From an optimization exercise on the open Yosys and OpenROAD flow, aimed at small area; shortcuts taken in it are not production practice. In this exercise RTL edits were held to simulation tests only and were not proved equivalent to the original. No driver is modelled on the clock port, so clocking that relies on it looks cheaper here than on a real chip. Power figures rest on the tool's default switching activity, not on a simulated workload.

File: flow/constraint.sdc
create_clock -name core_clock -period 8.5 [get_ports {clk_390p625M}]
set_input_delay 1.7000 -clock core_clock [delete_from_list [all_inputs] [get_ports {clk_390p625M}]]
set_output_delay 1.7000 -clock core_clock [all_outputs]
set_load 0.01 [all_outputs]
File: flow/config.mk
export PLATFORM = sky130hd
export DESIGN_NAME = Decoder
export DESIGN_NICKNAME = Decoder
export VERILOG_FILES = /design/flow/design.v
export SDC_FILE = /design/flow/constraint.sdc
export NUM_CORES = 8
export LEC_CHECK = 0
export CAP_MARGIN = 20
export CORE_MARGIN = 2
export CORE_UTILIZATION = 55
export PLACE_DENSITY = 0.65
export SLEW_MARGIN = 20
File: flow/flow/run.sh
#!/bin/bash
# Own layout flow: the standard layout (standard.sh), with buf_1 port
# buffers, pins one track apart and a clock tree of clkbuf_8 without dummy loads.
export BUFFER_PORTS_ARGS="-buffer_cell sky130_fd_sc_hd__buf_1"
export PLACE_PINS_ARGS="-min_distance 1 -min_distance_in_tracks"
export CTS_ARGS="-sink_clustering_enable -repair_clock_nets -dont_use_dummy_load -buf_list sky130_fd_sc_hd__clkbuf_8 -sink_clustering_size 16 -sink_clustering_max_diameter 60"
bash standard.sh > standard.log 2>&1
File: flow/standard.sh
#!/bin/bash
# synth_recipe.tcl (not shown) runs the flow's synth.tcl, then flattens the netlist and writes it again
# the make line also repeats each setting of config.mk as NAME=value (left out here)
make -C /OpenROAD-flow-scripts/flow DESIGN_CONFIG=/design/flow/config.mk WORK_HOME=/design/flow/orfs CLKGATE_MAP_FILE= SYNTH_SCRIPT=/design/flow/synth_recipe.tcl "${@:-finish}"
File: flow/design.v
module crc10_g1 (
    input  wire [14:0] data_in,
    input  wire [9:0]  lfsr_q,
    output wire [9:0]  crc_out
);
    assign crc_out[0] = lfsr_q[3] ^ data_in[3] ^ data_in[12];
    assign crc_out[1] = lfsr_q[4] ^ lfsr_q[8] ^ data_in[5] ^ data_in[10] ^ data_in[14];
    assign crc_out[2] = lfsr_q[1] ^ lfsr_q[3] ^ data_in[2] ^ data_in[7] ^ data_in[11] ^ data_in[12];
    assign crc_out[3] = lfsr_q[3] ^ lfsr_q[4] ^ lfsr_q[7] ^ data_in[2] ^ data_in[6] ^ data_in[7] ^ data_in[12];
    assign crc_out[4] = lfsr_q[0] ^ lfsr_q[1] ^ lfsr_q[9] ^ data_in[0] ^ data_in[5] ^ data_in[9] ^ data_in[10];
    assign crc_out[5] = lfsr_q[5] ^ lfsr_q[9] ^ data_in[1] ^ data_in[2] ^ data_in[3] ^ data_in[4] ^ data_in[14];
    assign crc_out[6] = lfsr_q[7] ^ data_in[3] ^ data_in[7];
    assign crc_out[7] = lfsr_q[4] ^ lfsr_q[7] ^ lfsr_q[8] ^ lfsr_q[9] ^ data_in[1] ^ data_in[6] ^ data_in[10] ^ data_in[11];
    assign crc_out[8] = lfsr_q[2] ^ lfsr_q[6] ^ lfsr_q[8] ^ data_in[8] ^ data_in[13];
    assign crc_out[9] = lfsr_q[2] ^ data_in[0] ^ data_in[4] ^ data_in[8];
endmodule
module crc10_g2 (
    input  wire [15:0] data_in,
    input  wire [9:0]  lfsr_q,
    output wire [9:0]  crc_out
);
    assign crc_out[0] = lfsr_q[2] ^ lfsr_q[4] ^ lfsr_q[7] ^ data_in[4] ^ data_in[9] ^ data_in[13] ^ data_in[14];
    assign crc_out[1] = lfsr_q[6] ^ lfsr_q[7] ^ data_in[3] ^ data_in[12];
    assign crc_out[2] = lfsr_q[1] ^ lfsr_q[8] ^ lfsr_q[9] ^ data_in[8] ^ data_in[13];
    assign crc_out[3] = lfsr_q[3] ^ lfsr_q[7] ^ lfsr_q[8] ^ lfsr_q[9] ^ data_in[4] ^ data_in[5] ^ data_in[6] ^ data_in[7];
    assign crc_out[4] = lfsr_q[5] ^ data_in[3] ^ data_in[7];
    assign crc_out[5] = lfsr_q[0] ^ lfsr_q[8] ^ data_in[0] ^ data_in[5] ^ data_in[9] ^ data_in[10] ^ data_in[15];
    assign crc_out[6] = lfsr_q[2] ^ lfsr_q[4] ^ data_in[1] ^ data_in[5] ^ data_in[14];
    assign crc_out[7] = lfsr_q[2] ^ lfsr_q[5] ^ data_in[6] ^ data_in[11] ^ data_in[15];
    assign crc_out[8] = lfsr_q[0] ^ data_in[2] ^ data_in[3] ^ data_in[7] ^ data_in[11];
    assign crc_out[9] = lfsr_q[0] ^ lfsr_q[1] ^ data_in[1] ^ data_in[10] ^ data_in[15];
endmodule
module crc10_g3 (
    input  wire [14:0] data_in,
    input  wire [9:0]  lfsr_q,
    output wire [9:0]  crc_out
);
    assign crc_out[0] = lfsr_q[1] ^ lfsr_q[7] ^ data_in[5] ^ data_in[10] ^ data_in[14];
    assign crc_out[1] = lfsr_q[0] ^ lfsr_q[3] ^ lfsr_q[4] ^ data_in[0] ^ data_in[5] ^ data_in[9] ^ data_in[10];
    assign crc_out[2] = lfsr_q[3] ^ lfsr_q[6] ^ lfsr_q[9] ^ data_in[7] ^ data_in[12];
    assign crc_out[3] = lfsr_q[2] ^ lfsr_q[8] ^ data_in[3] ^ data_in[12];
    assign crc_out[4] = lfsr_q[3] ^ lfsr_q[9] ^ data_in[0] ^ data_in[4] ^ data_in[8];
    assign crc_out[5] = lfsr_q[5] ^ lfsr_q[9] ^ data_in[4] ^ data_in[5] ^ data_in[6] ^ data_in[7];
    assign crc_out[6] = lfsr_q[0] ^ lfsr_q[4] ^ lfsr_q[7] ^ data_in[1] ^ data_in[10];
    assign crc_out[7] = lfsr_q[2] ^ lfsr_q[7] ^ lfsr_q[9] ^ data_in[8] ^ data_in[13];
    assign crc_out[8] = lfsr_q[1] ^ data_in[2] ^ data_in[6];
    assign crc_out[9] = lfsr_q[0] ^ data_in[2] ^ data_in[3] ^ data_in[7] ^ data_in[11];
endmodule
module crc10_g4 (
    input  wire [15:0] data_in,
    input  wire [9:0]  lfsr_q,
    output wire [9:0]  crc_out
);
    assign crc_out[0] = lfsr_q[2] ^ lfsr_q[4] ^ lfsr_q[7] ^ data_in[4] ^ data_in[9] ^ data_in[13] ^ data_in[14];
    assign crc_out[1] = lfsr_q[6] ^ lfsr_q[7] ^ data_in[3] ^ data_in[12];
    assign crc_out[2] = lfsr_q[1] ^ lfsr_q[8] ^ lfsr_q[9] ^ data_in[8] ^ data_in[13];
    assign crc_out[3] = lfsr_q[3] ^ lfsr_q[7] ^ lfsr_q[8] ^ lfsr_q[9] ^ data_in[4] ^ data_in[5] ^ data_in[6] ^ data_in[7];
    assign crc_out[4] = lfsr_q[5] ^ data_in[3] ^ data_in[7];
    assign crc_out[5] = lfsr_q[0] ^ lfsr_q[8] ^ data_in[0] ^ data_in[5] ^ data_in[9] ^ data_in[10] ^ data_in[15];
    assign crc_out[6] = lfsr_q[2] ^ lfsr_q[4] ^ data_in[1] ^ data_in[5] ^ data_in[14];
    assign crc_out[7] = lfsr_q[2] ^ lfsr_q[5] ^ data_in[6] ^ data_in[11] ^ data_in[15];
    assign crc_out[8] = lfsr_q[0] ^ data_in[2] ^ data_in[3] ^ data_in[7] ^ data_in[11];
    assign crc_out[9] = lfsr_q[0] ^ lfsr_q[1] ^ data_in[1] ^ data_in[10] ^ data_in[15];
endmodule
module crc10_g1_check (
    input  wire [9:0] u,
    input  wire [9:0] x,
    output wire       ok
);
    wire t0 = u[1] ^ u[4] ^ u[5];
    wire t1 = u[4];
    wire t2 = u[7];
    wire t3 = u[2];
    wire t4 = u[0] ^ u[1] ^ u[4] ^ u[5] ^ u[8];
    wire t5 = u[1] ^ u[8] ^ u[9];
    wire t6 = u[1] ^ u[7];
    wire t7 = u[3];
    wire t8 = u[6] ^ u[8];
    wire t9 = u[5] ^ u[9];
    assign ok = ({t9,t8,t7,t6,t5,t4,t3,t2,t1,t0} == x);
endmodule
module Decoder(
    input wire              clk_390p625M        ,
    input wire              rst_n               ,
    input wire [63:0]       data_from_CDR       ,
    input wire [ 1:0]       sync_warning_ctrl   ,
    input wire [ 7:0]       resync_ctrl         ,
    input wire              monitor_EN          ,
    output logic            prbs31_sync_ready   ,
    output logic [9:0]      error_bit_count     ,
    output logic            decoder_sync_ready  ,
    output logic            decoder_sync_warning,
    output logic [1567:0]   data_1568bit        ,
    output logic [29:0]     packet_count        ,
    output logic [21:0]     error_packet_count  ,
    output logic            crc10_check_result
);
    assign prbs31_sync_ready = 1'b0;
    assign error_bit_count   = '0;
    localparam logic [2:0] S_ALIGN = 3'b000;
    localparam logic [2:0] S_IDLEB = 3'b001;
    localparam logic [2:0] S_SYNC  = 3'b011;
    localparam logic [2:0] S_UNST  = 3'b010;
    localparam logic [2:0] S_OOS   = 3'b110;
    logic [62:0]    dly_data;
    wire  [126:0]   dtc = {data_from_CDR, dly_data};
    logic [2:0]     bs_state;
    logic [2:0]     bs_next;
    logic [63:0]    ptr;
    logic [10:0]    cnt;
    logic           ovf;
    logic           align;
    logic           idle_res;
    logic           bs_rdy;
    logic           idle_en;
    logic [63:0]    dal;
    logic [63:0]    dal_tmp;
    always_ff @(posedge clk_390p625M or negedge rst_n) begin
        if (!rst_n) dly_data[62] <= 1'b0;
        else        dly_data[62] <= data_from_CDR[62];
    end
    always_ff @(posedge clk_390p625M) begin
        dly_data[61:0] <= data_from_CDR[61:0];
        dal            <= dal_tmp;
    end
    logic [5:0]     pidx;
    logic           pany;
    logic           pmany;
    always_comb begin
        logic [63:0] a;
        logic [63:0] m;
        logic [5:0]  ix [64];
        a = ptr;
        m = '0;
        for (int n = 0; n < 64; n++) ix[n] = '0;
        for (int l = 0; l < 6; l++) begin
            for (int n = 0; n < (32 >> l); n++) begin
                ix[n] = a[2*n] ? ix[2*n] : (ix[2*n+1] | (6'd1 << l));
                m[n]  = m[2*n] | m[2*n+1] | (a[2*n] & a[2*n+1]);
                a[n]  = a[2*n] | a[2*n+1];
            end
        end
        pidx  = ix[0];
        pany  = a[0];
        pmany = m[0];
    end
    wire [94:0] sh1 = pidx[5] ? dtc[126:32] : dtc[94:0];
    wire [78:0] sh2 = pidx[4] ? sh1[94:16]  : sh1[78:0];
    wire [70:0] sh3 = pidx[3] ? sh2[78:8]   : sh2[70:0];
    wire [66:0] sh4 = pidx[2] ? sh3[70:4]   : sh3[66:0];
    wire [64:0] sh5 = pidx[1] ? sh4[66:2]   : sh4[64:0];
    assign dal_tmp  = pidx[0] ? sh5[64:1]   : sh5[63:0];
    wire head_bad = dal_tmp[63] ~^ dal_tmp[62];
    always_comb begin
        case (bs_state)
            S_ALIGN: begin bs_rdy = 0; idle_en = 1; bs_next = align    ? S_IDLEB : S_ALIGN; end
            S_IDLEB: begin bs_rdy = 0; idle_en = 1; bs_next = idle_res ? S_SYNC  : S_ALIGN; end
            S_SYNC : begin bs_rdy = 1; idle_en = 0; bs_next = head_bad ? S_UNST  : S_SYNC;  end
            S_UNST : begin bs_rdy = 1; idle_en = 0; bs_next = ovf ? S_OOS : (head_bad ? S_UNST : S_SYNC); end
            S_OOS  : begin bs_rdy = 0; idle_en = 0; bs_next = ovf      ? S_SYNC  : S_OOS;   end
            default: begin bs_rdy = 0; idle_en = 0; bs_next = S_OOS; end
        endcase
    end
    always_ff @(posedge clk_390p625M or negedge rst_n) begin
        if (!rst_n) begin
            bs_state             <= S_ALIGN;
            decoder_sync_ready   <= 1'b0;
            decoder_sync_warning <= 1'b0;
        end
        else begin
            bs_state             <= bs_next;
            decoder_sync_ready   <= decoder_sync_ready   | (bs_state == S_SYNC);
            decoder_sync_warning <= decoder_sync_warning | (bs_state == S_OOS);
        end
    end
    wire [63:0] h10;
    wire [63:0] hok;
    genvar gj;
    generate
        for (gj = 0; gj < 64; gj++) begin : g_head
            assign h10[gj] = dtc[gj+63] & ~dtc[gj+62];
            assign hok[gj] = dtc[gj+63] ^  dtc[gj+62];
        end
    endgenerate
    always_ff @(posedge clk_390p625M or negedge rst_n) begin
        if (!rst_n) begin
            ptr         <= '1;
            {ovf, cnt}  <= 12'd1;
            align       <= 1'b0;
        end
        else begin
            case (bs_state)
                S_IDLEB: begin
                    {ovf, cnt} <= 12'd1;
                    if (!idle_res) begin
                        ptr   <= '1;
                        align <= 1'b0;
                    end
                end
                S_SYNC: begin
                    {ovf, cnt} <= 12'd1;
                end
                S_UNST: begin
                    align <= 1'b1;
                    if (cnt == {8'd0, sync_warning_ctrl, 1'b0}) begin
                        ovf <= 1'b1;
                        cnt <= 11'd1;
                    end
                    else begin
                        ovf <= 1'b0;
                        cnt <= cnt + 11'd1;
                    end
                end
                default: begin
                    if (!pany || (ovf && pmany)) begin
                        ptr        <= '1;
                        {ovf, cnt} <= 12'd1;
                        align      <= 1'b0;
                    end
                    else if (ovf) begin
                        cnt   <= 11'd1;
                        align <= 1'b1;
                    end
                    else if (bs_state == S_ALIGN) begin
                        ptr                <= ptr & h10;
                        cnt[10:6]          <= '0;
                        {ovf, cnt[5:0]}    <= {1'b0, cnt[5:0]} + 7'd1;
                        align              <= 1'b0;
                    end
                    else begin
                        ptr   <= ptr & hok;
                        align <= 1'b0;
                        if (cnt == {resync_ctrl, 3'b0}) begin
                            cnt <= '1;
                            ovf <= 1'b1;
                        end
                        else begin
                            cnt <= cnt + 11'd1;
                            ovf <= 1'b0;
                        end
                    end
                end
            endcase
        end
    end
    logic [57:0]    poly;
    logic [57:0]    poly_next;
    logic [61:0]    ud;
    logic [61:0]    ud_next;
    always_comb begin
        logic [57:0] p;
        logic        s;
        p = poly;
        for (int i = 61; i >= 0; i--) begin
            s          = dal[i];
            ud_next[i] = s ^ p[38] ^ p[57];
            p          = {p[56:0], s};
        end
        poly_next = p;
    end
    always_ff @(posedge clk_390p625M) begin
        ud   <= ud_next;
        poly <= poly_next;
    end
    always_ff @(posedge clk_390p625M) begin
        if (idle_en) idle_res <= (ud == {6'h2C, {7{8'hBC}}});
    end
    logic [1:0]     sh;
    logic [61:0]    dud;
    logic [4:0]     fs;
    logic [4:0]     fs_next;
    logic           tail_flag;
    logic           dly_tail;
    logic           ndly_tail;   
    logic [4:0]     fs_n;        
    logic           pc_ovf;
    always_ff @(posedge clk_390p625M) begin
        sh  <= dal[63:62];
        dud <= ud;
    end
    wire sh10    = (sh == 2'b10);
    wire sh01    = (sh == 2'b01);
    wire pt_ok   = (ud[3:0] == 4'b0011);
    always_comb begin
        tail_flag = 1'b0;
        if (!bs_rdy)           fs_next = 5'd0;
        else if (fs == 5'd0)   fs_next = sh01 ? 5'd1 : 5'd0;
        else if (fs == 5'd26) begin
            tail_flag = 1'b1;
            fs_next   = sh10 ? (pt_ok ? 5'd26 : 5'd0) : (sh01 ? 5'd1 : 5'd0);
        end
        else if (fs == 5'd25)  fs_next = 5'd26;
        else                   fs_next = (sh10 && pt_ok) ? 5'd26 : fs + 5'd1;
    end
    always_ff @(posedge clk_390p625M or negedge rst_n) begin
        if (!rst_n) begin
            fs        <= 5'd0;
            fs_n      <= 5'h1f;
            dly_tail  <= 1'b0;
            ndly_tail <= 1'b1;
        end
        else begin
            fs        <= fs_next;
            fs_n      <= ~fs_next;
            dly_tail  <= tail_flag;
            ndly_tail <= ~tail_flag;
        end
    end
    always_ff @(posedge clk_390p625M or negedge rst_n) begin
        if (!rst_n)
            {pc_ovf, packet_count} <= 31'd1;
        else if (fs == 5'd1)
            {pc_ovf, packet_count} <= pc_ovf ? 31'd1 : {pc_ovf, packet_count} + 31'd1;
    end
    wire        crc_en = (fs != 5'd0);
    wire        ftail  = (fs == 5'd26);
    logic [9:0] q1, q2, q3, q4;
    wire  [9:0] c1, c2, c3, c4;
    wire [14:0] g1_in = dud[61:47];
    wire [15:0] g2_in = ftail ? {dud[46:44], dud[33:24], 3'b0} : dud[46:31];
    wire [14:0] g3_in = ftail ? {dud[23:14], 5'b0}             : dud[30:16];
    wire [15:0] g4_in = ftail ? {dud[13:4], 6'b0}              : dud[15:0];
    crc10_g1 u_g1 (.data_in(g1_in), .lfsr_q(q1), .crc_out(c1));
    crc10_g2 u_g2 (.data_in(g2_in), .lfsr_q(q2), .crc_out(c2));
    crc10_g3 u_g3 (.data_in(g3_in), .lfsr_q(q3), .crc_out(c3));
    crc10_g4 u_g4 (.data_in(g4_in), .lfsr_q(q4), .crc_out(c4));
    wire crc1_ok;
    crc10_g1_check u_g1_check (.u(c1), .x(dud[43:34]), .ok(crc1_ok));
    wire crc_run = crc_en & ~ftail;
    wire crc_ok  = crc1_ok & ~|c2 & ~|c3 & ~|c4;
    always_ff @(posedge clk_390p625M) begin
        q1 <= crc_run ? c1 : 10'd0;
        q2 <= crc_run ? c2 : 10'd0;
        q3 <= crc_run ? c3 : 10'd0;
        q4 <= crc_run ? c4 : 10'd0;
    end
    always_ff @(posedge clk_390p625M or negedge rst_n) begin
        if (!rst_n)     crc10_check_result <= 1'b1;
        else if (ftail) crc10_check_result <= crc_ok;
    end
    always_ff @(posedge clk_390p625M or negedge rst_n) begin
        if (!rst_n)
            error_packet_count <= '0;
        else if (pc_ovf)
            error_packet_count <= '0;
        else if (ftail && !crc_ok && error_packet_count != '1)
            error_packet_count <= error_packet_count + 22'd1;
    end
    logic [26:1]    wr;
    logic           oflag;
    logic [26:1]    we;
    logic [26:1]    nwe;
    logic [26:1]    g;
    logic [1567:0]  tmp_n;
    logic [1567:0]  out_n;
    logic [1567:0]  wdat_n;      
    logic [1567:0]  webit;
    logic [1567:0]  nwebit;
    logic [1567:0]  gbit;
    genvar gk;
    generate
        for (gk = 1; gk <= 26; gk++) begin : g_slot
            localparam logic [4:0] K  = gk;
            localparam logic [4:0] KN = ~K;
            assign we[gk]  = (fs == K);
            assign nwe[gk] = (fs_n != KN);
            assign g[gk]   = dly_tail & wr[gk];
        end
    endgenerate
    always_comb begin
        wdat_n = '0;
        webit  = '0;
        nwebit = '0;
        gbit   = '0;
        for (int k = 1; k <= 24; k++) begin
            wdat_n[1567 - 196*((k-1)/3) - 62*((k-1)%3) -: 62] = ~dud;
            webit [1567 - 196*((k-1)/3) - 62*((k-1)%3) -: 62] = {62{we[k]}};
            nwebit[1567 - 196*((k-1)/3) - 62*((k-1)%3) -: 62] = {62{nwe[k]}};
            gbit  [1567 - 196*((k-1)/3) - 62*((k-1)%3) -: 62] = {62{g[k]}};
        end
        for (int w = 0; w < 6; w++) begin
            wdat_n[1381 - 196*w -: 10] = ~dud[61 - 10*w -: 10];
            webit [1381 - 196*w -: 10] = {10{we[25]}};
            nwebit[1381 - 196*w -: 10] = {10{nwe[25]}};
            gbit  [1381 - 196*w -: 10] = {10{g[25]}};
        end
        wdat_n[205:204] = ~dud[1:0];
        webit [205:204] = {2{we[25]}};
        nwebit[205:204] = {2{nwe[25]}};
        gbit  [205:204] = {2{g[25]}};
        wdat_n[203:196] = ~dud[61:54];
        webit [203:196] = '1;
        nwebit[203:196] = '0;
        gbit  [203:196] = {8{dly_tail}};
        wdat_n[9:0]     = ~dud[53:44];
        webit [9:0]     = '1;
        nwebit[9:0]     = '0;
        gbit  [9:0]     = {10{dly_tail}};
    end
    always_ff @(posedge clk_390p625M or negedge rst_n) begin
        if (!rst_n) begin
            wr    <= '0;
            oflag <= 1'b0;
        end
        else begin
            wr    <= wr | we;
            oflag <= oflag | dly_tail;
        end
    end
    always_ff @(posedge clk_390p625M) begin
        tmp_n <= (webit & wdat_n) | (nwebit & tmp_n);
        out_n <= (gbit & tmp_n) | ({1568{ndly_tail}} & out_n);
    end
    assign data_1568bit = ~(out_n & {1568{oflag}});
endmodule
==> results of run 1 <==
==> flip-flops by register name, indices dropped and copies added, names as in the netlist, 58 cells and up <==
| name | cells |
|---|---|
| out_n | 1568 |
| tmp_n | 1568 |
| dal | 64 |
| ptr | 64 |
| dly_data | 63 |
| dud | 62 |
| ud | 62 |
| poly | 58 |
==> worst register-to-register path, stage by stage, from the launching register on <==
cell	delay, ps
dfstp_2	410
or4_1	840
nor4_4	360
nand2_2	620
o2111ai_4	860
buf_4	590
mux2i_1	530
mux2i_1	290
mux2_2	330
==> how the worst max path moves through the flow <==
stage / to / cells past startpoint / slack [ps]
2_1_floorplan: bs_state[0] / 9 / 5130
3_3_place_gp: dal[10] / 8 / 3630
3_5_place_dp: dal[10] / 8 / 3610
4_1_cts: data_1568bit[1027] / 4 / 3020
5_1_grt: data_1568bit[1025] / 4 / 2870
6_report: data_1568bit[766] / 4 / 3010
==> cells by family (layout without fill, tap and decap cells) <==
| family | after synthesis | count (layout) | share of synthesized area, % |
|---|---|---|---|
| DFF | 3662 | 3662 | 58.6 |
| muxes | 407 | 407 | 3.31 |
| and+or+nand+nor | 3812 | 3812 | 12.0 |
| buffers and inverters | 1273 | 2291 | 3.87 |
| other | 1 | 36 | 0.00296 |
| AOI/OAI and AO/OA | 3545 | 3545 | 19.1 |
| adders and majority gates | 73 | 73 | 0.721 |
| xor gates and xnor gates | 341 | 341 | 2.47 |
==> cells in the final DEF (no fill, tap or decap), types with 111 or more instances in the layout <==
master,n
dfxtp_1,3424
nand2_1,3282
buf_1,1697
o21ai_0,1665
a22o_1,1569
mux2i_1,348
clkbuf_8,287
xnor2_1,268
nor2_1,190
buf_4,177
a21oi_1,141
inv_1,111
==> cell type report <==
cell class	count	area, µm²
clock buffers	287	3950
repair buffers	1891	8030
fillers	20200	90900
diodes	25	62.6
flip-flops and latches	3662	74400
multi-input cells	8189	47900
inverters	113	424
well taps	3026	3790
==> power by group through the flow <==
| stage | sequential [mW] | clock [mW] | combinational, mW |
|---|---|---|---|
| 6_report | 19.5 | 8.55 | 10.4 |
| 5_1_grt | 19.6 | 9.19 | 10.7 |
| 3_5_place_dp | 19.9 | 0 | 10.1 |
| 3_3_place_gp | 19.9 | 0 | 9.94 |
| 4_1_cts | 19.5 | 8.58 | 10.1 |
| 2_1_floorplan | 18.9 | 0 | 6.40 |
==> per-layer routing <==
| layer | global-route usage [%] | share of wire (%) | vias to the layer above |
|---|---|---|---|
| met2 | 58.4 | 41 | 6048 |
| met5 | 1.98 | 0.13 | - |
| li1 | - | - | 46600 |
| met3 | 16.8 | 13 | 1260 |
| met4 | 25.3 | 7.1 | 36 |
| met1 | 54.0 | 39 | 52400 |
==> metrics by stage <==
stage                     power, mW  cells  setup WS (ps)
after floorplan                25.3  13100           5130
after global placement         29.9  16900           3630
after detailed placement       30.0  16900           3610
after CTS                      38.2  17200           3020
after global routing           39.5  17200           2870
final                          38.5  17200           3010
==> flow_metrics.env, run 1 <==
export IMPL_seqPwrFrac_pct=50.7
export IMPL_critical_path_class="flop to output pin"
export IMPL_r2r_end="dal[10]"
export IMPL_rsz0062_at_grt="false"
export IMPL_p_leak_nw=51.5
export IMPL_placed_area_um2=134000
export IMPL_irDropWorstVdd_mv=0.310
export IMPL_drt_pre_antenna_iters=7
export IMPL_io_pins=1711
export IMPL_cts_setup_buffers=0
export IMPL_dieArea_um2=234000
export IMPL_final_min_clock_period_ps=5490
export IMPL_initial_core_util_pct=55.2
export IMPL_drt_initial_drc_count=13000
export IMPL_crit_family="buffers and inverters"
export IMPL_core_area_um2=229000
export IMPL_drive_gt1_share_pct=5.49
export IMPL_cp_arrival_ps=3790
export IMPL_maxSlewHeadroom_pct=16.6
export IMPL_hpwl_um=327000
export IMPL_synth_edff_count=1
export IMPL_cpMaxStageDelayCell="dfrtp_4"
export IMPL_cp_end_kind="output pin"
export IMPL_async_flop_share_pct=4.78
export IMPL_max_cap_violations=0
export IMPL_avgSynthCellArea_um2=9.66
export IMPL_clock_latency_ps=1120
export IMPL_synthMostInstantiatedCell="dfxtp_1"
export IMPL_grt_max_degree=271
export IMPL_clock_path_buffers=4
export IMPL_synth_common_cells="dfxtp_1 (3486), nand2_1 (3311), o21ai_0 (1665), a22o_1 (1569), clkbuf_1 (1072)"
export IMPL_max_freq_mhz=182
export IMPL_ys_ff_latch=3662
export IMPL_utilization_pct=60.4
export IMPL_startpoint="oflag"
export IMPL_netlist_instances=13100
export IMPL_p_comb_share_pct=27.1
export IMPL_grt_first_pass_wirelength_um=718000
export IMPL_start_kind="flop"
export IMPL_power_switching_mw=13.9
export IMPL_area_growth_pct=9.33
export IMPL_worstMarginPinSlew_ps=1250
export IMPL_gp_congestion=0.977
export IMPL_crit_buf_inv=3
export IMPL_fin_tns_setup_ps=0
export IMPL_h_tree_depth=5
export IMPL_swShare_pct=36.1
export IMPL_rows=176
export IMPL_synth_top_cell_area_share_pct=55.1
export IMPL_drtAntennaViolNets=0
export IMPL_port_buffers=1698
export IMPL_clockRootBuffer="clkbuf_8"
export IMPL_ys_warn_count=2
export IMPL_synth_area_leaders="dfxtp_1 (55%), a22o_1 (11%), nand2_1 (9.8%), o21ai_0 (6.6%), clkbuf_1 (3.2%)"
export IMPL_hold_buffers=0
export IMPL_r2r_cells=8
export IMPL_cts_resized_gates=0
export IMPL_status="timing/DRC/antenna clean"
export IMPL_min_from="ud[61]"
export IMPL_grt_usage_pct=41.9
export IMPL_crit_top_cell="buf_4"
export IMPL_holdPathStages=0
export IMPL_cts_tree="done"
export IMPL_internal_power_mw=24.6
export IMPL_hold_violations=0
export IMPL_overflow=0
export IMPL_rr_startpoint="ptr[29]"
export IMPL_fp_dieH_um=484
export IMPL_syn_area_um2=127000
export IMPL_cp_required_ps=6800
export IMPL_post_route_cell_area_um2=139000
export IMPL_grt_pass1_vias=97500
export IMPL_ys_seq_area_share_pct=58.6
export IMPL_crit_chain="buf_4 -> buf_4 -> nand2_1 -> buf_1"
export IMPL_cts_made_buffers=287
export IMPL_wl_per_cell_um=29.8
export IMPL_via_per_inst=6.19
export IMPL_fin_skew_ps=124
export IMPL_cpPeakStageDelay_ps=860
export IMPL_clkTransAtPathRegs_ps=100
export IMPL_yosys_cell_types_count=85
export IMPL_yosysTopAreaCell="dfxtp_1"
export IMPL_whs_endpoint="dud[61]"
export IMPL_vias=106000
export IMPL_cp_max_fo=76
export IMPL_synth_ff_type="dfxtp_1"
export IMPL_min_period_over_period_pct=64.6
export IMPL_powerDensity_nw_per_um2=278
export IMPL_die_w_um=484
export IMPL_antenna_found_initial=56
export IMPL_hold_ws_ps=325
export IMPL_route_detailed_drc=0
export IMPL_clock_sinks=3662
export IMPL_hold_path_class="flop to flop"
export IMPL_rrSetupSlack_ps=3550
export IMPL_slew_violations=0
export IMPL_finalSetupViolations=0
export IMPL_routed_wl_um=513000
export IMPL_finalNetCount=14300
export IMPL_clkPwrFrac_pct=22.2
==> run 2, diff against run 1 <==
==> flow/flow/run.sh (replaced) <==
#!/bin/bash
# Own layout flow: the standard layout (standard.sh), with buf_1 port
# buffers, pins one track apart, a clock tree of clkbuf_8 without dummy loads,
# and a power-recovery resizing pass after clock tree synthesis.
export BUFFER_PORTS_ARGS="-buffer_cell sky130_fd_sc_hd__buf_1"
export PLACE_PINS_ARGS="-min_distance 1 -min_distance_in_tracks"
export CTS_ARGS="-sink_clustering_enable -repair_clock_nets -dont_use_dummy_load -buf_list sky130_fd_sc_hd__clkbuf_8 -sink_clustering_size 16 -sink_clustering_max_diameter 60"
export POST_CTS_TCL="$(pwd)/flow/recover.tcl"
bash standard.sh > standard.log 2>&1
==> flow/flow/recover.tcl (new file) <==
# After clock tree synthesis: downsize cells that have timing slack to spare
# (OpenRoad's power recovery), then legalize the placement again.
estimate_parasitics -placement
repair_timing -recover_power 100 -setup_margin 0.5
detailed_placement
check_placement -verbose
==> flow_metrics.env, run 2 <==
export IMPL_dp_slack_ps=3610
export IMPL_dp_cells=16900
export IMPL_gp_congestion=0.977
export IMPL_worstMarginPinSlew_ps=1190
export IMPL_netlist_instances=13100
export IMPL_seqPwrFrac_pct=50.3
export IMPL_rrSetupSlack_ps=3600
export IMPL_routed_top_layer="met5"
export IMPL_reg_largest_list="out_n: 1568 flops, tmp_n: 1568 flops"
export IMPL_rows=176
export IMPL_synthMostInstantiatedCell="dfxtp_1"
export IMPL_layout_setup_ws_ps=3110
export IMPL_hpwl_um=327000
export IMPL_fin_tns_setup_ps=0
export IMPL_final_cell_mix="dfxtp_1 (3433), nand2_1 (3283), o21ai_0 (1665)"
export IMPL_min_period_over_period_pct=63.4
export IMPL_routedLengthMet1_um=201000
export IMPL_ys_ff_latch=3662
export IMPL_clock_latency_ps=1130
export IMPL_rr_startpoint="ptr[29]"
export IMPL_utilization_pct=61.0
export IMPL_syn_area_um2=127000
export IMPL_swShare_pct=36.0
export IMPL_finalSetupViolations=0
export IMPL_routed_wl_met2_um=210000
export IMPL_crit_path_end="data_1568bit[1036]"
export IMPL_startpoint="oflag"
export IMPL_antenna_found_initial=50
export IMPL_drive_gt1_share_pct=5.69
export IMPL_cp_end_kind="output pin"
export IMPL_core_area_um2=229000
export IMPL_fin_skew_ps=132
export IMPL_port_buffers=1698
export IMPL_grt_first_pass_wirelength_um=718000
export IMPL_finalNonFillerCells=17300
export IMPL_drtAntennaViolNets=0
export IMPL_max_freq_mhz=185
export IMPL_max_cap_violations=0
export IMPL_dieArea_um2=234000
export IMPL_synth_top_cell_area_share_pct=55.1
export IMPL_p_leak_nw=52.1
export IMPL_drt_initial_drc_count=12900
export IMPL_grt_max_degree=271
export IMPL_power_switching_mw=13.9
export IMPL_status="timing/DRC/antenna clean"
export IMPL_met3_length_um=67200
export IMPL_cp_arrival_ps=3690
export IMPL_area_growth_pct=10.4
export IMPL_yosys_cell_types_count=85
export IMPL_placed_area_um2=134000
export IMPL_slew_violations=0
export IMPL_ys_seq_area_share_pct=58.6
export IMPL_synth_edff_count=1
export IMPL_rsz0062_at_grt="false"
export IMPL_synth_ff_type="dfxtp_1"
export IMPL_cp_max_fo=76
export IMPL_initial_core_util_pct=55.2
export IMPL_cp_required_ps=6800
export IMPL_finalNetCount=14400
export IMPL_via_per_inst=6.18
export IMPL_yosysTopAreaCell="dfxtp_1"
export IMPL_route_detailed_drc=0
export IMPL_wl_per_cell_um=29.7
export IMPL_r2r_cells=9
export IMPL_p_comb_share_pct=27.6
export IMPL_overflow=0
export IMPL_r2r_end="dal[10]"
export IMPL_io_pins=1711
export IMPL_avgSynthCellArea_um2=9.66
export IMPL_maxSlewHeadroom_pct=20.7
export IMPL_routed_wl_um=513000
export IMPL_die_w_um=484
export IMPL_clock_sinks=3662
export IMPL_irDropWorstVdd_mv=0.297
export IMPL_vias=107000
export IMPL_hold_ws_ps=324
export IMPL_final_common_cell="dfxtp_1"
export IMPL_hold_path_class="flop to flop"
export IMPL_clkPwrFrac_pct=22.1
export IMPL_grt_usage_pct=41.9
export IMPL_ys_warn_count=2
export IMPL_internal_power_mw=24.8
export IMPL_synth_common_cells="dfxtp_1 (3486), nand2_1 (3311), o21ai_0 (1665), a22o_1 (1569), clkbuf_1 (1072)"
export IMPL_cts_tree="done"
export IMPL_total_power_mw=38.7
export IMPL_synth_area_leaders="dfxtp_1 (55%), a22o_1 (11%), nand2_1 (9.8%), o21ai_0 (6.6%), clkbuf_1 (3.2%)"
export IMPL_critical_path_class="flop to output pin"
export IMPL_async_flop_share_pct=4.78
export IMPL_grt_pass1_vias=97400
export IMPL_final_min_clock_period_ps=5390
export IMPL_powerDensity_nw_per_um2=276
export IMPL_clkTransAtPathRegs_ps=100
export IMPL_hold_violations=0
export IMPL_post_route_cell_area_um2=140000
export IMPL_start_kind="flop"
export IMPL_fp_dieH_um=484
export IMPL_drt_pre_antenna_iters=8
-- run 2: cell counts after synthesis --
Identical to the previous run, type by type.
-- run 2: worst min-delay path by stage --
stage	from	end	slack, ps	cells after the start
floorplan	dal[62]	sh[0]	310	0
global placement	ud[58]	dud[58]	330	0
detailed placement	ud[7]	dud[7]	330	0
global route	ud[61]	dud[61]	330	0
finish	ud[61]	dud[61]	320	0
-- run 2: power groups by stage --
stage | clock, mW | combinational (mW) | sequential [mW]
after floorplan | 0 | 6.40 | 18.9
after global placement | 0 | 9.94 | 19.9
after detailed placement | 0 | 10.1 | 19.9
after global routing | 9.21 | 11.0 | 19.5
final | 8.55 | 10.7 | 19.5
-- run 2: routing by layer --
| metal | global-route usage [%] | vias up |
|---|---|---|
| met2 | 58.7 | 6080 |
| met5 | 2.14 | - |
| met1 | 53.9 | 52600 |
| li1 | - | 46700 |
| met4 | 24.7 | 34 |
| met3 | 16.8 | 1258 |
-- run 2: cell type report --
class,count,area [µm²]
Antenna cell,25,62.6
Clock buffer,287,3950
Inverter,113,424
Timing Repair Buffer,1956,9470
Sequential cell,3662,74400
Multi-Input combinational cell,8189,47900
Fill cell,20100,89500
Tap cell,3026,3790
-- run 2: cell families after synthesis --
logic type	count (synthesis)	synth area share (%)
xor gates and xnor gates	341	2.47
other	1	0.00296
muxes	407	3.31
and+or+nand+nor	3812	12.0
adders and majority gates	73	0.721
buffers and inverters	1273	3.87
DFF	3662	58.6
AOI/OAI and AO/OA	3545	19.1
-- run 2: worst max-delay path: stages, from the launching register on --
cell and delay (ps):
dfrtp_2 590, buf_12 280, buf_4 550, buf_4 710, nand2_1 270, buf_1 200
==> run 3, diff against run 2 <==
--- a/flow/design.v
+++ b/flow/design.v
@@ -144,12 +144,15 @@
         pany  = a[0];
         pmany = m[0];
     end
-    wire [94:0] sh1 = pidx[5] ? dtc[126:32] : dtc[94:0];
-    wire [78:0] sh2 = pidx[4] ? sh1[94:16]  : sh1[78:0];
-    wire [70:0] sh3 = pidx[3] ? sh2[78:8]   : sh2[70:0];
-    wire [66:0] sh4 = pidx[2] ? sh3[70:4]   : sh3[66:0];
-    wire [64:0] sh5 = pidx[1] ? sh4[66:2]   : sh4[64:0];
-    assign dal_tmp  = pidx[0] ? sh5[64:1]   : sh5[63:0];
+    wire [3:0] s2 = 4'b1 << pidx[5:4];
+    wire [3:0] s1 = 4'b1 << pidx[3:2];
+    wire [3:0] s0 = 4'b1 << pidx[1:0];
+    logic [78:0] sa; logic [66:0] sb;
+    always_comb begin
+        for (int j = 0; j < 79; j++) sa[j] = (s2[0] & dtc[j]) | (s2[1] & dtc[j+16]) | (s2[2] & dtc[j+32]) | (s2[3] & dtc[j+48]);
+        for (int j = 0; j < 67; j++) sb[j] = (s1[0] & sa[j]) | (s1[1] & sa[j+4]) | (s1[2] & sa[j+8]) | (s1[3] & sa[j+12]);
+        for (int j = 0; j < 64; j++) dal_tmp[j] = (s0[0] & sb[j]) | (s0[1] & sb[j+1]) | (s0[2] & sb[j+2]) | (s0[3] & sb[j+3]);
+    end
     wire head_bad = dal_tmp[63] ~^ dal_tmp[62];
     always_comb begin
         case (bs_state)
==> flow/flow/run.sh (replaced) <==
#!/bin/bash
# Own layout flow: the standard layout (standard.sh), with buf_1 port
# buffers, pins one track apart and a clock tree of clkbuf_8 without dummy loads.
export BUFFER_PORTS_ARGS="-buffer_cell sky130_fd_sc_hd__buf_1"
export PLACE_PINS_ARGS="-min_distance 1 -min_distance_in_tracks"
export CTS_ARGS="-sink_clustering_enable -repair_clock_nets -dont_use_dummy_load -buf_list sky130_fd_sc_hd__clkbuf_8 -sink_clustering_size 16 -sink_clustering_max_diameter 60"
bash standard.sh > standard.log 2>&1
removed: flow/flow/recover.tcl
==> flow_metrics.env, run 3 <==
export IMPL_status="timing/DRC/antenna clean"
export IMPL_layout_setup_ws_ps=3080
export IMPL_cts_resized_gates=0
export IMPL_h_tree_depth=5
export IMPL_dieArea_um2=233000
export IMPL_syn_area_um2=126000
export IMPL_drt_pre_antenna_iters=8
export IMPL_grt_usage_pct=41.9
export IMPL_max_freq_mhz=185
export IMPL_netlist_instances=13100
export IMPL_core_area_um2=228000
export IMPL_clock_path_buffers=4
export IMPL_synth_ff_type="dfxtp_1"
export IMPL_hold_violations=0
export IMPL_io_pins=1711
export IMPL_rows=175
export IMPL_dp_cells=16900
export IMPL_antenna_found_initial=67
export IMPL_synth_compound_area_share_pct=19.8
export IMPL_drt_initial_drc_count=13400
export IMPL_cts_made_buffers=288
export IMPL_finalNonFillerCells=17200
export IMPL_fin_skew_ps=120
export IMPL_via_per_inst=6.22
export IMPL_slew_violations=0
export IMPL_cp_required_ps=6800
export IMPL_rr_startpoint="ptr[24]"
export IMPL_synth_fa_ha_area_share_pct=0.723
export IMPL_hold_path_class="flop to flop"
export IMPL_fin_tns_setup_ps=0
export IMPL_grt_pass1_vias=97700
export IMPL_wl_per_cell_um=29.8
export IMPL_hold_ws_ps=327
export IMPL_rrSetupSlack_ps=3150
export IMPL_dp_slack_ps=3330
export IMPL_hpwl_um=325000
export IMPL_yosys_mux_area_fraction_pct=2.05
export IMPL_overflow=0
export IMPL_r2r_cells=13
export IMPL_ys_ff_latch=3662
export IMPL_cp_end_kind="output pin"
export IMPL_rsz0062_at_grt="false"
export IMPL_min_period_over_period_pct=63.7
export IMPL_initial_core_util_pct=55.4
export IMPL_synth_top_family_by_area="compound AO/OA/AOI/OAI gates"
export IMPL_drtAntennaViolNets=0
export IMPL_cts_setup_buffers=0
export IMPL_yosys_area_share_simple_pct=12.0
export IMPL_cp_arrival_ps=3720
export IMPL_max_cap_violations=0
export IMPL_ys_seq_area_share_pct=58.8
export IMPL_crit_path_end="data_1568bit[978]"
export IMPL_reg_largest_list="out_n: 1568 flops, tmp_n: 1568 flops"
export IMPL_gp_congestion=0.962
export IMPL_die_w_um=483
export IMPL_finalNetCount=14300
export IMPL_cp_max_fo=68
export IMPL_synth_area_leaders="dfxtp_1 (55%), a22o_1 (11%), nand2_1 (9.8%), o21ai_0 (6.7%), clkbuf_1 (3.2%)"
export IMPL_synthMostInstantiatedCell="dfxtp_1"
export IMPL_utilization_pct=60.6
export IMPL_grt_max_degree=240
export IMPL_clockRootBuffer="clkbuf_8"
export IMPL_avgSynthCellArea_um2=9.62
export IMPL_area_growth_pct=9.33
export IMPL_routed_wl_um=513000
export IMPL_irDropWorstVdd_mv=0.329
export IMPL_grt_first_pass_wirelength_um=717000
export IMPL_final_common_cell="dfxtp_1"
export IMPL_powerDensity_nw_per_um2=276
export IMPL_drive_gt1_share_pct=5.20
export IMPL_cts_tree="done"
export IMPL_synth_edff_count=1
export IMPL_synth_common_cells="dfxtp_1 (3486), nand2_1 (3292), o21ai_0 (1690), a22o_1 (1571), clkbuf_1 (1069)"
export IMPL_vias=107000
export IMPL_final_cell_mix="dfxtp_1 (3424), nand2_1 (3259), buf_1 (1697)"
export IMPL_synth_top_cell_area_share_pct=55.3
export IMPL_fp_dieH_um=483
export IMPL_clkTransAtPathRegs_ps=90
export IMPL_async_flop_share_pct=4.78
export IMPL_r2r_end="ptr[21]"
export IMPL_finalSetupViolations=0
export IMPL_maxSlewHeadroom_pct=12.5
export IMPL_hold_buffers=0
export IMPL_port_buffers=1698
export IMPL_yosys_cell_types_count=88
export IMPL_final_min_clock_period_ps=5420
export IMPL_yosysTopAreaCell="dfxtp_1"
export IMPL_startpoint="oflag"
export IMPL_ys_warn_count=2
export IMPL_clock_latency_ps=1120
export IMPL_p_leak_nw=50.5
export IMPL_route_detailed_drc=0
export IMPL_critical_path_class="flop to output pin"
export IMPL_synth_xor_area_share_pct=2.58
export IMPL_worstMarginPinSlew_ps=1310
export IMPL_start_kind="flop"
export IMPL_clock_sinks=3662
==> run 3: cell count changes after synthesis, sizes merged, moves of 16 or more <==
cell    change
a211oi     -16
o21ai      +25
a221oi     +22
or3        -18
a21oi      -23
xor2       +16
o22ai      +18
a22oi      +84
nor2       +44
mux2i      -97
mux2       -48
nand2      -20
==> run 3: stage by stage <==
stage	power [mW]	instance area, µm²
after floorplan	25.1	126000
after global placement	29.6	134000
after detailed placement	29.7	134000
after CTS	37.9	138000
after global routing	39.2	138000
final	38.2	138000
==> run 3: cell type report <==
type,count,area (µm²)
diodes,30,75.1
clock buffers,288,3960
fillers,19900,89700
inverters,126,475
multi-input cells,8185,47400
flip-flops and latches,3662,74400
well taps,3009,3760
repair buffers,1889,8030
==> run 3: cells by family after synthesis <==
group	after synthesis
AOI/OAI and AO/OA	3662
and+or+nand+nor	3824
other	1
buffers and inverters	1283
xor gates and xnor gates	357
DFF	3662
muxes	258
adders and majority gates	73
==> run 3: worst max-delay path, stage by stage (launching register included) <==
cell	delay (ps)
dfrtp_4	890
buf_4	740
nand2_1	610
buf_1	270
==> run 3: per-layer routing <==
metal,routed length (µm),vias up,GRT usage (%),part of all wire [%]
met5,635,-,1.90,0.12
met4,33400,30,24.6,6.5
met3,68500,1177,16.5,13
met2,209000,6465,58.4,41
li1,-,46700,-,-
met1,202000,52600,54.6,39
==> run 3: report_power, final <==
part	switching, mW	internal (mW)
clock network	5.46	3.06
registers	1.20	18.1
logic	7.13	3.17
==> run 3: how the worst min path moves through the flow <==
stage                     startpoint       to  slack [ps]  depth (start not counted)
after detailed placement      ud[15]  dud[15]         330                          0
after global routing          ud[20]  dud[20]         340                          0
final                         ud[20]  dud[20]         330                          0
after CTS                     ud[51]  dud[51]         340                          0
after global placement        ud[48]  dud[48]         330                          0
after floorplan              dal[62]    sh[0]         310                          0
==> run 4, diff against run 3 <==
--- a/flow/design.v
+++ b/flow/design.v
@@ -349,7 +349,7 @@
         else if (ftail && !crc_ok && error_packet_count != '1)
             error_packet_count <= error_packet_count + 22'd1;
     end
-    logic [26:1]    wr;
+    logic [4:0]     nwr;
     logic           oflag;
     logic [26:1]    we;
     logic [26:1]    nwe;
@@ -367,7 +367,7 @@
             localparam logic [4:0] KN = ~K;
             assign we[gk]  = (fs == K);
             assign nwe[gk] = (fs_n != KN);
-            assign g[gk]   = dly_tail & wr[gk];
+            assign g[gk]   = dly_tail & (nwr >= K);
         end
     endgenerate
     always_comb begin
@@ -402,11 +402,12 @@
     end
     always_ff @(posedge clk_390p625M or negedge rst_n) begin
         if (!rst_n) begin
-            wr    <= '0;
+            nwr   <= 5'd0;
             oflag <= 1'b0;
         end
         else begin
-            wr    <= wr | we;
+            if (fs == nwr + 5'd1 && nwr != 5'd25)
+                nwr <= nwr + 5'd1;
             oflag <= oflag | dly_tail;
         end
     end
==> flow_metrics.env, run 4 <==
export IMPL_synth_common_cells="dfxtp_1 (3486), nand2_1 (3318), o21ai_0 (1622), a22o_1 (1575), clkbuf_1 (1054)"
export IMPL_hpwl_um=328000
export IMPL_ys_ff_latch=3642
export IMPL_h_tree_depth=5
export IMPL_grt_first_pass_wirelength_um=712000
export IMPL_clock_path_buffers=4
export IMPL_io_pins=1711
export IMPL_ys_warn_count=2
export IMPL_dp_slack_ps=3520
export IMPL_firstError="[ERROR GRT-0116] Global routing finished with congestion. Check the congestion regions in the DRC Viewer."
export IMPL_synthMostInstantiatedCell="dfxtp_1"
export IMPL_cts_setup_buffers=0
export IMPL_cts_made_buffers=289
export IMPL_initial_core_util_pct=55.4
export IMPL_gp_congestion=0.985
export IMPL_yosys_cell_types_count=96
export IMPL_grt_pass1_vias=102000
export IMPL_fp_dieH_um=483
export IMPL_clock_sinks=3642
export IMPL_netlist_instances=13100
export IMPL_die_w_um=483
export IMPL_grt_usage_pct=42.0
export IMPL_avgSynthCellArea_um2=9.62
export IMPL_ys_seq_area_share_pct=58.5
export IMPL_syn_area_um2=126000
export IMPL_status="aborted with a tool error"
export IMPL_clockRootBuffer="clkbuf_8"
export IMPL_overflow=6
export IMPL_port_buffers=1698
export IMPL_synth_top_cell_area_share_pct=55.3
export IMPL_yosysTopAreaCell="dfxtp_1"
export IMPL_cts_resized_gates=0
export IMPL_synth_area_leaders="dfxtp_1 (55%), a22o_1 (11%), nand2_1 (9.9%), o21ai_0 (6.4%), clkbuf_1 (3.1%)"
export IMPL_hold_buffers=0
export IMPL_grt_max_degree=254
export IMPL_rows=175
export IMPL_async_flop_share_pct=4.26
export IMPL_synth_ff_type="dfxtp_1"
export IMPL_synth_edff_count=1
export IMPL_haltStage="global routing"
## run 4: changes by cell type after synthesis, sizes merged, moves of 10 or more
cell,delta
o221ai,+14
a221oi,+12
and2,-28
nand2,+26
clkbuf,-19
nand2b,-21
o211ai,-14
mux2,+122
mux2i,-101
a22oi,-56
nor2,+28
xor2,+10
o21ai,-18
dfrtp,-20
## run 4: per-stage QoR
| step | utilization, % | std cells | cell area (µm²) |
|---|---|---|---|
| 3_3_place_gp | 58.9 | 16900 | 134000 |
| 2_1_floorplan | - | 13100 | 126000 |
| 4_1_cts | 60.6 | 17200 | 138000 |
| 3_5_place_dp | 58.9 | 16900 | 134000 |
## run 4: kinds of logic after synthesis
logic type | count (synthesis) | share of synthesized area, %
other | 1 | 0.00297
adders and majority gates | 78 | 0.771
buffers and inverters | 1270 | 3.93
and+or+nand+nor | 3830 | 12.0
DFF | 3642 | 58.5
muxes | 279 | 2.34
AOI/OAI and AO/OA | 3645 | 19.8
xor gates and xnor gates | 365 | 2.64
## run 4: how the worst max path moves through the flow
stage                                  end  slack (ps)  depth (start not counted)
floorplan                      bs_state[0]        5160                         10
detailed placement  error_packet_count[17]        3520                         13
CTS                      data_1568bit[461]        2590                          4
global placement                   dal[48]        3590                          8
## run 4: power groups by stage
stage	clock, mW	sequential, mW	combinational [mW]
3_3_place_gp	0	19.7	10.1
4_1_cts	8.55	19.3	10.3
2_1_floorplan	0	18.8	6.58
3_5_place_dp	0	19.7	10.2
## run 4: metal layers
metal,global-route usage (%),overflow
met5,1.31,0
met1,53.3,0
met4,22.5,2
met2,61.5,4
met3,16.1,0

## separate check: timing with driven ports
How much do the figures lean on ideal ports? The routed layouts below were timed once more, with nothing changed but the port constraints. Step 1 (the two cells are an assumption about what drives the block):
set clk [get_ports {clk_390p625M}]
set_driving_cell -lib_cell sky130_fd_sc_hd__clkbuf_16 $clk
set_driving_cell -lib_cell sky130_fd_sc_hd__buf_2 [delete_from_list [all_inputs] $clk]
Step 2 adds t to the input delays and takes it off the output delays; t is the mean of the earliest and latest rising clock arrival at the registers after step 1. Input paths then give back, and output paths get back, about the clock's delay inside the block. Slacks: ideal ports / drivers / drivers and shift; pairs: ideal ports / drivers.
run | shift t [ns] | setup WS [ns] | slew at the worst register clock pin (ns)
run 1 | 1.170 | 3.010 / 2.908 / 3.552 | 0.11 / 0.11
run 2 | 1.168 | 3.107 / 3.007 / 3.602 | 0.11 / 0.11
run 3 | 1.165 | 3.082 / 2.978 / 3.148 | 0.11 / 0.11
After both steps setup and hold are still met in every run listed.
